What follows belongs to an exercise in optimizing a design on an open flow for small area; a production flow would make more cautious choices. Only simulation tests tie the RTL to the original design; equivalence was not proved.

`flow/run.sh`:
```
#!/bin/bash
# synth_recipe.tcl (not shown) runs the flow's synth.tcl, then flattens the netlist and writes it again
# the make line also repeats each setting of config.mk as NAME=value (left out here)
make -C /OpenROAD-flow-scripts/flow DESIGN_CONFIG=/design/flow/config.mk WORK_HOME=/design/flow/orfs CLKGATE_MAP_FILE= SYNTH_SCRIPT=/design/flow/synth_recipe.tcl finish
```
`flow/config.mk`:
```
export PLATFORM = sky130hd
export DESIGN_NAME = LIT
export DESIGN_NICKNAME = LIT
export VERILOG_FILES = /design/flow/design.v
export SDC_FILE = /design/flow/constraint.sdc
export NUM_CORES = 4
export LEC_CHECK = 0
export CAP_MARGIN = 20
export CORE_MARGIN = 2
export CORE_UTILIZATION = 40
export SLEW_MARGIN = 20
```
`flow/constraint.sdc`:
```
create_clock -name core_clock -period 11.0 [get_ports {clk}]
set_input_delay 2.2000 -clock core_clock [delete_from_list [all_inputs] [get_ports {clk}]]
set_output_delay 2.2000 -clock core_clock [all_outputs]
set_load 0.01 [all_outputs]
```
`flow/design.v`:
```
module LIT
#(
parameter LIT_IN = 9,
parameter LIT_OUT = 16
)
(
input [LIT_IN - 1 : 0] LIT_in,
input clk,
input rst,
output reg [LIT_OUT - 1: 0] LIT_out
);
parameter const0_6     = 9'b0_10011001;
parameter const0_64444 = 9'b0_10100100;
parameter const0_68889 = 9'b0_10110000;
parameter const0_73333 = 9'b0_10111011;
parameter const0_77778 = 9'b0_11000111;
parameter const0_82222 = 9'b0_11010010;
parameter const0_86667 = 9'b0_11011101;
parameter const0_91111 = 9'b0_11101001;
parameter const0_95556 = 9'b0_11110100;
parameter const1       = 9'b1_00000000;
parameter const0_36     = 19'b000_0101110000101000;
parameter const0_180625 = 19'b000_0010111000111101;
parameter const0_520625 = 19'b000_1000010101000111;
parameter const0_284375 = 19'b000_0100100011001100;
parameter const0_75375  = 19'b000_1100000011110101;
parameter const0_957    = 19'b000_1111010011111101;
parameter const0_445    = 19'b000_0111000111101011;
parameter const1_09125  = 19'b001_0001011101011100;
parameter const0_6925   = 19'b000_1011000101000111;
parameter const1_57875  = 19'b001_1001010000101000;
parameter const1_0725   = 19'b001_0001001010001111;
parameter const2_285625 = 19'b010_0100100100011110;
parameter const1_65375  = 19'b001_1010011101011100;
parameter const3_3075   = 19'b011_0100111010111000;
parameter const2_540625 = 19'b010_1000101001100110;
parameter const4_786875 = 19'b100_1100100101110000;
parameter const3_89     = 19'b011_1110001111010111;
parameter const6_94     = 19'b110_1111000010100011;
parameter const5_949375 = 19'b101_1111001100001010;
reg [18:0] mult_r;
reg [18:0] sub_r;
wire [16:0] before_sft;
wire [16:0] after_sft;
wire [15:0] after_sft_16b;
wire [27:0] mult_28b;
wire [18:0] mult_19b;
wire [18:0] sub_result;
wire [15:0] sub_result_16b;
assign before_sft = {LIT_in,{8{1'd0}}};
assign after_sft = (before_sft >> 4);
assign after_sft_16b = after_sft[15:0];
assign mult_28b = LIT_in * mult_r;
assign mult_19b = mult_28b[26:8];
assign sub_result = mult_19b - sub_r;
assign sub_result_16b = sub_result[15:0];
always@(*)begin
    if(LIT_in < const0_64444)begin
        mult_r = const0_36;
        sub_r = const0_180625;
    end
    else if(LIT_in < const0_68889)begin
        mult_r = const0_520625;
        sub_r = const0_284375;
    end
    else if(LIT_in < const0_73333)begin
        mult_r = const0_75375;
        sub_r = const0_445;
    end
    else if(LIT_in < const0_77778)begin
        mult_r = const1_09125;
        sub_r = const0_6925;
    end
    else if(LIT_in < const0_82222)begin
        mult_r = const1_57875;
        sub_r = const1_0725;
    end
    else if(LIT_in < const0_86667)begin
        mult_r = const2_285625;
        sub_r = const1_65375;
    end
    else if(LIT_in < const0_91111)begin
        mult_r = const3_3075;
        sub_r = const2_540625;
    end
    else if(LIT_in < const0_95556)begin
        mult_r = const4_786875;
        sub_r = const3_89;
    end
    else begin
        mult_r = const6_94;
        sub_r = const5_949375;
    end
end
always@(posedge clk or posedge rst)begin
    if(rst) LIT_out <= 'd0;
    else LIT_out <= (LIT_in < const0_6)? after_sft_16b : sub_result_16b;
end
endmodule
```
==> run summary <==
TritonCTS clock tree=yes; synthesized area=6310 sq um; TNS Setup=0 ps; most common cell after layout, fill and taps aside=inv_1; DRT iter0 DRCs=339; CTS Sinks=16; io pins=27; Die Ht=130 microns; most frequent cells in the layout=inv_1 (141), fa_1 (115), nand2_1 (97); Yosys cell types=66; ys flop type=dfrtp_1; kind of critical path=in2reg; most frequent CP cell=fa_1; Pins Over Slew Limit=0; gr usage total=0.209; PostCTS Resize Cnt=0; global route total overflow=0; outcome=finished clean; die width=130 microns; Place WS=419 ps; DRT antenna net count=0; # hold bufs at CTS=0; ANT cells=0; Port Buffers=26; asr flop ratio synth=1.00; initial antenna violation count=0; Worst Setup End Kind=flip-flop; Yosys warnings=1; Yosys reg bits=16; Worst setup SP type=primary input; max FFs per register=16; RePlAce Congestion=0.884; Syn Inst Count=765; DP HPWL=13.3 mm; drt first pass iters=5; Critical Path Max Stage Delay=750 ps; fin worst setup slack=597 ps; Clock Path Buffers=2; sequential share of the synthesized area=0.0635; Hold Slack=2320 ps; vias in the first global route=5203; arrival time worst endpoint=10590 ps; Layout area overhead=10.2%; fin crit share=0.946; Initial Utilization=0.412; fill cell count=1552; Worst slew margin=0.306; via/cell ratio=5.12; Worst EP required=11190 ps; Period minus WS final=10400 ps; Critical-path top delay cell=clkdlybuf4s50_1; Largest regs=LIT_out (16); first-pass GRT wire length=27.0 mm; share of cells above drive strength 1=0.0559; worst hold path type=in2async; DRC=0; Worst-Margin Slew=1040 ps; clock slew at reported path FFs=50 ps; RSZ-0062 raised after global routing=false; Avg Inst Size Synth=8.25 sq um; CTS Buf Count=3; final hold vios=0; Max-Cap Viols=0; via count=5107; f_max=96.1 MHz; fin cells=998; Die Area=16800 sq um; Row Count=45; DP Cell Count=995; Routed WL=16.2 mm; count of final setup violators=0; Core Region=15300 sq um; largest net degree at the start of global routing=33; CTS H-tree depth=1; postcts setup bufs=0; number of flops mapped to enable cells by yosys=0; CP Max Fanout=13; CTS Root Cell=clkbuf_16; NumNets Final=961; Biggest register=LIT_out; routed length per instance=16.3 microns
## synth_stat cells (all sizes together), types with 2 or more instances
cell	n	area, sq um
a311oi	2	35.0
nor2	52	195
o21a	9	67.6
nand4b	3	26.3
clkbuf	27	101
o21ai	27	135
buf	10	65.1
fa	115	2300
xor2	9	78.8
o311ai	2	25.0
a21oi	31	163
o221ai	2	23.8
dfrtp	16	400
and2	74	463
a21o	3	22.5
nor2b	9	56.3
o2111ai	3	32.5
a211oi	2	15.0
nand2b	3	18.8
ha	46	576
or3	2	12.5
nand3	5	25.0
nand2	98	370
nand4	2	18.8
o211ai	4	35.0
a311o	2	21.3
and3	3	18.8
xnor2	17	149
a31o	2	17.5
inv	142	533
or2	5	31.3
a31oi	5	31.3
a211o	2	17.5
nor3	11	55.1
o31a	2	17.5
o31ai	2	15.0
## area by class of cell
type / instances / area [sq um] / share of cell area
inverters: 142 / 533 / 0.0766
multi-input cells: 577 / 5240 / 0.753
flip-flops and latches: 16 / 400 / 0.0576
repair buffers: 49 / 445 / 0.0641
well taps: 211 / 264 / 0.0380
clock buffers: 3 / 75.1 / 0.0108
## kinds of logic after synthesis
group,Yosys count,share of synthesized area
other cells,1,0.000594
flops,16,0.0635
fa+ha+maj,161,0.456
buf+inv,179,0.111
simple gates,272,0.212
compound gates,110,0.121
xor+xnor,26,0.0361
## layer usage
metal / GRT usage / share of wire / wire length [microns] / vias to the layer above
met5: 0 / 0 / 0 / -
met4: 0.0620 / 0.031 / 496 / 0
met3: 0.0182 / 0.041 / 660 / 34
met2: 0.357 / 0.49 / 7930 / 132
met1: 0.285 / 0.44 / 7150 / 2525
li1: - / - / - / 2416
## critical path: cells and delay by family
kind	cells	cell delay [ps]
xor+xnor	2	410
compound gates	13	2870
simple gates	6	1210
fa+ha+maj	6	2830
buf+inv	4	1050
## metrics by stage
stage,util,instance area (sq um)
finish,0.454,6950
global route,0.454,6950
CTS,0.454,6950
detailed placement,0.449,6880
global placement,0.449,6880
floorplan,-,6340
## path summary, 6_finish.rpt
kind                       slack [ps]  startpoint  depth (start not counted)          end
worst max-delay path              600   LIT_in[2]                         31  LIT_out[15]
worst min-delay path             2320         rst                          2  LIT_out[11]
max in group asynchronous        8280         rst                          2   LIT_out[3]
min in group core_clock          2820   LIT_in[5]                          4   LIT_out[9]

what the ideal ports hide:
Ports are ideal in the flow. The routed layout listed here was re-timed in OpenROAD. Step 1 (the two cells are an assumption about what drives the block):
set clk [get_ports {clk}]
set_driving_cell -lib_cell sky130_fd_sc_hd__clkbuf_16 $clk
set_driving_cell -lib_cell sky130_fd_sc_hd__buf_2 [delete_from_list [all_inputs] $clk]
Step 2 moves the port delays by t, midway between the first and last clock arrival at a register: inputs arrive t later, outputs are due t later. That takes back most of the time a late clock gives input paths. Slacks: ideal / step 1 / step 2; pairs: ideal / step 1.
t, ns: 0.278
setup WS [ns]: 0.597 / 0.609 / 0.332
cell pins on the clock port's net: 1
After both steps setup and hold are still met in this run. For this run, drivers alone change the setup slack by +0.012 ns; drivers and shift together by -0.265 ns.
